This design comes from an exercise in tuning for small area on the open sky130 flow, not from production work.
Function was checked by simulation only, so behaviour that the tests miss may differ from the original.
Power figures rest on the tool's default switching activity, not on a simulated workload.

Setup of 07-14:
==> module top_FIFO, before the edit <==
module top_FIFO(Read_Data, Write_Data, Full, Empty, Half_Empty, Clock, Reset, WE, RE, EN);
parameter M = 32;
parameter N = 16;
localparam A = $clog2(M);
output logic [N-1:0] Read_Data;
output logic Full, Empty, Half_Empty;
input [N-1:0] Write_Data;
input Clock, Reset, WE, RE, EN;
logic [A:0] Count;                
logic [N-1:0] Memory [M-1:0];     
logic [N-1:0] Next [M-1:0];
logic Write, Read, Keep, Hold;
logic [M-1:0] Sel;                
logic [N-1:0] Part_n [10:0];
logic [N-1:0] Or_Part [2:0];
logic [N-1:0] Read_Next;
assign Full = Count[A];
assign Empty = (Count == 0);
assign Half_Empty = (Count <= (M/2));
assign Write = !EN && !Reset && WE && !Full;
assign Read  = !EN && !Reset && !(WE && !Full) && RE && !Empty;
assign Keep  = !Write;
assign Hold  = EN || (!Reset && !Read);    
genvar g, b;
generate
  for (g = 0; g < M; g++)
  begin : row
    for (b = 0; b < N; b++)
    begin : col
      if (g == 0)
        fifo_hold h (.q(Memory[g][b]), .k(Keep), .qp(Write_Data[b]), .s(Write), .d(Next[g][b]));
      else
        fifo_hold h (.q(Memory[g][b]), .k(Keep), .qp(Memory[g-1][b]), .s(Write), .d(Next[g][b]));
    end
  end
endgenerate
always @(posedge Clock)
  for (int i = 0; i < M; i++) Memory[i] <= Next[i];
fifo_decode dec (.rd(Read), .count(Count), .sel(Sel));
generate
  for (b = 0; b < N; b++)
  begin : rd
    for (g = 0; g < 11; g++)
    begin : grp
      if (g < 10)
        fifo_ao222_n a (.a1(Sel[3*g]), .b1(Memory[3*g][b]),
                        .a2(Sel[3*g+1]), .b2(Memory[3*g+1][b]),
                        .a3(Sel[3*g+2]), .b3(Memory[3*g+2][b]), .y_n(Part_n[g][b]));
      else
        fifo_ao222_n a (.a1(Sel[30]), .b1(Memory[30][b]),
                        .a2(Sel[31]), .b2(Memory[31][b]),
                        .a3(Hold), .b3(Read_Data[b]), .y_n(Part_n[g][b]));
    end
    fifo_nand4 n0 (.a(Part_n[0][b]), .b(Part_n[1][b]), .c(Part_n[2][b]), .d(Part_n[3][b]), .y(Or_Part[0][b]));
    fifo_nand4 n1 (.a(Part_n[4][b]), .b(Part_n[5][b]), .c(Part_n[6][b]), .d(Part_n[7][b]), .y(Or_Part[1][b]));
    fifo_nand3 n2 (.a(Part_n[8][b]), .b(Part_n[9][b]), .c(Part_n[10][b]), .y(Or_Part[2][b]));
    fifo_or3 o (.a(Or_Part[0][b]), .b(Or_Part[1][b]), .c(Or_Part[2][b]), .y(Read_Next[b]));
  end
endgenerate
always @(posedge Clock)
  Read_Data <= Read_Next;
always @(posedge Clock)
begin
  if (!EN)
  begin
    if (Reset)
      Count <= 0;
    else if (Write)
      Count <= Count + 1;
    else if (Read)
      Count <= Count - 1;
  end
end
endmodule
==> flow/config.mk <==
export PLATFORM = sky130hd
export DESIGN_NAME = top_FIFO
export DESIGN_NICKNAME = top_FIFO
export VERILOG_FILES = /design/flow/design.v
export SDC_FILE = /design/flow/constraint.sdc
export NUM_CORES = 4
export LEC_CHECK = 0
export CAP_MARGIN = 0
export CORE_MARGIN = 2
export CORE_UTILIZATION = 40
export SLEW_MARGIN = 0
export SYNTH_HIERARCHICAL = 1
export SYNTH_MINIMUM_KEEP_SIZE = 0
==> flow/constraint.sdc <==
create_clock -name core_clock -period 6.0 [get_ports {Clock}]
set_input_delay 1.2000 -clock core_clock [delete_from_list [all_inputs] [get_ports {Clock}]]
set_output_delay 1.2000 -clock core_clock [all_outputs]
set_load 0.01 [all_outputs]
standard.sh (not shown) runs the stock make flow with config.mk's settings and CLKGATE_MAP_FILE= SYNTH_SCRIPT=/design/flow/synth_recipe.tcl, a recipe that flattens the netlist after the stock synthesis.
==> flow/flow/run.sh <==
#!/bin/bash
# Layout flow: the standard ORFS flow (standard.sh, unchanged synthesis),
# with small port buffers, a clock tree of clkbuf_8 leaf buffers driving up to
# 18 flip-flops each, and no CTS dummy loads. make's output goes to standard.log;
# each ORFS step's own log is under orfs/logs/.
export BUFFER_PORTS_ARGS="-buffer_cell sky130_fd_sc_hd__buf_1"
export CTS_ARGS="-sink_clustering_enable -repair_clock_nets -sink_clustering_size 18 -sink_clustering_max_diameter 70 -buf_list sky130_fd_sc_hd__clkbuf_8 -dont_use_dummy_load"
bash standard.sh > standard.log 2>&1
Input-level comparison between 08-16 and 07-14:
==> flow/design.v, changed modules only <==
module top_FIFO(Read_Data, Write_Data, Full, Empty, Half_Empty, Clock, Reset, WE, RE, EN);
parameter M = 32;
parameter N = 16;
localparam A = $clog2(M);
output logic [N-1:0] Read_Data;
output logic Full, Empty, Half_Empty;
input [N-1:0] Write_Data;
input Clock, Reset, WE, RE, EN;
logic [A:0] Count;                
logic [N-1:0] Memory [M-1:0];     
logic [N-1:0] Next [M-1:0];
logic Write, Read, Keep, Hold, Up, Count_En;
logic [A:0] Count_Next;
logic [M-1:0] Sel;                
logic [N-1:0] Part_n [10:0];
logic [N-1:0] Or_Part [2:0];
logic [N-1:0] Read_Next;
assign Full = Count[A];
assign Empty = (Count == 0);
assign Half_Empty = (Count <= (M/2));
assign Write = !EN && !Reset && WE && !Full;
assign Read  = !EN && !Reset && !(WE && !Full) && RE && !Empty;
assign Keep  = !Write;
assign Hold  = EN || (!Reset && !Read);    
genvar g, b;
generate
  for (g = 0; g < M; g++)
  begin : row
    for (b = 0; b < N; b++)
    begin : col
      if (g == 0)
        fifo_hold h (.q(Memory[g][b]), .k(Keep), .qp(Write_Data[b]), .s(Write), .d(Next[g][b]));
      else
        fifo_hold h (.q(Memory[g][b]), .k(Keep), .qp(Memory[g-1][b]), .s(Write), .d(Next[g][b]));
    end
  end
endgenerate
always @(posedge Clock)
  for (int i = 0; i < M; i++) Memory[i] <= Next[i];
fifo_decode dec (.rd(Read), .count(Count), .sel(Sel));
generate
  for (b = 0; b < N; b++)
  begin : rd
    for (g = 0; g < 11; g++)
    begin : grp
      if (g < 10)
        fifo_ao222_n a (.a1(Sel[3*g]), .b1(Memory[3*g][b]),
                        .a2(Sel[3*g+1]), .b2(Memory[3*g+1][b]),
                        .a3(Sel[3*g+2]), .b3(Memory[3*g+2][b]), .y_n(Part_n[g][b]));
      else
        fifo_ao222_n a (.a1(Sel[30]), .b1(Memory[30][b]),
                        .a2(Sel[31]), .b2(Memory[31][b]),
                        .a3(Hold), .b3(Read_Data[b]), .y_n(Part_n[g][b]));
    end
    fifo_nand4 n0 (.a(Part_n[0][b]), .b(Part_n[1][b]), .c(Part_n[2][b]), .d(Part_n[3][b]), .y(Or_Part[0][b]));
    fifo_nand4 n1 (.a(Part_n[4][b]), .b(Part_n[5][b]), .c(Part_n[6][b]), .d(Part_n[7][b]), .y(Or_Part[1][b]));
    fifo_nand3 n2 (.a(Part_n[8][b]), .b(Part_n[9][b]), .c(Part_n[10][b]), .y(Or_Part[2][b]));
    fifo_or3 o (.a(Or_Part[0][b]), .b(Or_Part[1][b]), .c(Or_Part[2][b]), .y(Read_Next[b]));
  end
endgenerate
always @(posedge Clock)
  Read_Data <= Read_Next;
assign Up = WE && !Full;
assign Count_En = !EN && (Reset || Up || (RE && !Empty));
fifo_count_next cn (.count(Count), .up(Up), .clear(Reset), .next(Count_Next));
always @(posedge Clock)
  if (Count_En) Count <= Count_Next;
endmodule
module fifo_count_next(input [5:0] count, input up, input clear, output [5:0] next);
wire [4:0] same;      
wire [5:0] toggle;
wire [5:1] kept;      
genvar i;
assign toggle[0] = 1'b1;
fifo_nor2 n0 (.a(clear), .b(count[0]), .y(next[0]));
generate
  for (i = 0; i < 5; i++)
  begin : slice
    fifo_xnor2 s (.a(count[i]), .b(up), .y(same[i]));
    if (i == 0)
      assign toggle[1] = same[0];
    else
      fifo_and2 t (.a(toggle[i]), .b(same[i]), .y(toggle[i+1]));
    fifo_xnor2 k (.a(count[i+1]), .b(toggle[i+1]), .y(kept[i+1]));
    fifo_nor2 n (.a(clear), .b(kept[i+1]), .y(next[i+1]));
  end
endgenerate
endmodule
module fifo_xnor2(input a, input b, output y);
assign y = !(a ^ b);
endmodule
module fifo_nor2(input a, input b, output y);
assign y = !(a | b);
endmodule
Findings:
08-16: relative area change from synthesis to final layout 0.17 points above 07-14
Total iterations of the first detailed-routing run: 08-16 and 07-14 compared, higher one is 08-16
Relative to 07-14, number of global-route vias before repair has decreased by about 0.9% in 08-16.
07-14 has higher post-detailed-placement cell area than 08-16.
Clock distribution area overhead in the final layout: 07-14 vs 08-16, no meaningful difference
Between 08-16 and 07-14, the difference in number of port buffers is negligible.
In the flow results for 08-16 and 07-14, the final critical-path share of the clock period is larger on 07-14.
Between 07-14 and 08-16, the flow reports net count after synthesis decreasing slightly.
From 08-16 to 07-14, count of clock-buffer cells in the layout did not move at all.
Comparing the two runs side by side, 08-16 comes out behind 07-14 on wire length.
Changes observed in 08-16 relative to 07-14: design area fell about 0.3%, number of vias in the routed layout now sits higher.
On power: between 08-16 and 07-14, it ends up higher for 07-14.

==> port drivers added, routing unchanged <==
No port has a modelled driver above. Below, the same layouts with a new extraction and two added sets of constraints. Step 1 (the two cells are an assumption about what drives the block):
set clk [get_ports {Clock}]
set_driving_cell -lib_cell sky130_fd_sc_hd__clkbuf_16 $clk
set_driving_cell -lib_cell sky130_fd_sc_hd__buf_2 [delete_from_list [all_inputs] $clk]
Step 2 moves the port delays by t, midway between the first and last clock arrival at a register: inputs arrive t later, outputs are due t later. That takes back most of the time a late clock gives input paths. Three values: ideal ports, drivers, drivers and shift; two values: the first two.
run	shift t [ns]	slack for setup (ns)	worst setup path after step 2	worst slew at a driven data input, ns
07-14	0.645	2.038 / 2.069 / 1.424	input to register	0.03
08-16	0.642	2.121 / 2.121 / 1.585	input to register	0.03
After both steps every run listed still meets setup and hold. The setup slack of 07-14, which loses most, moves by +0.031 ns with the drivers and by -0.614 ns with both steps.
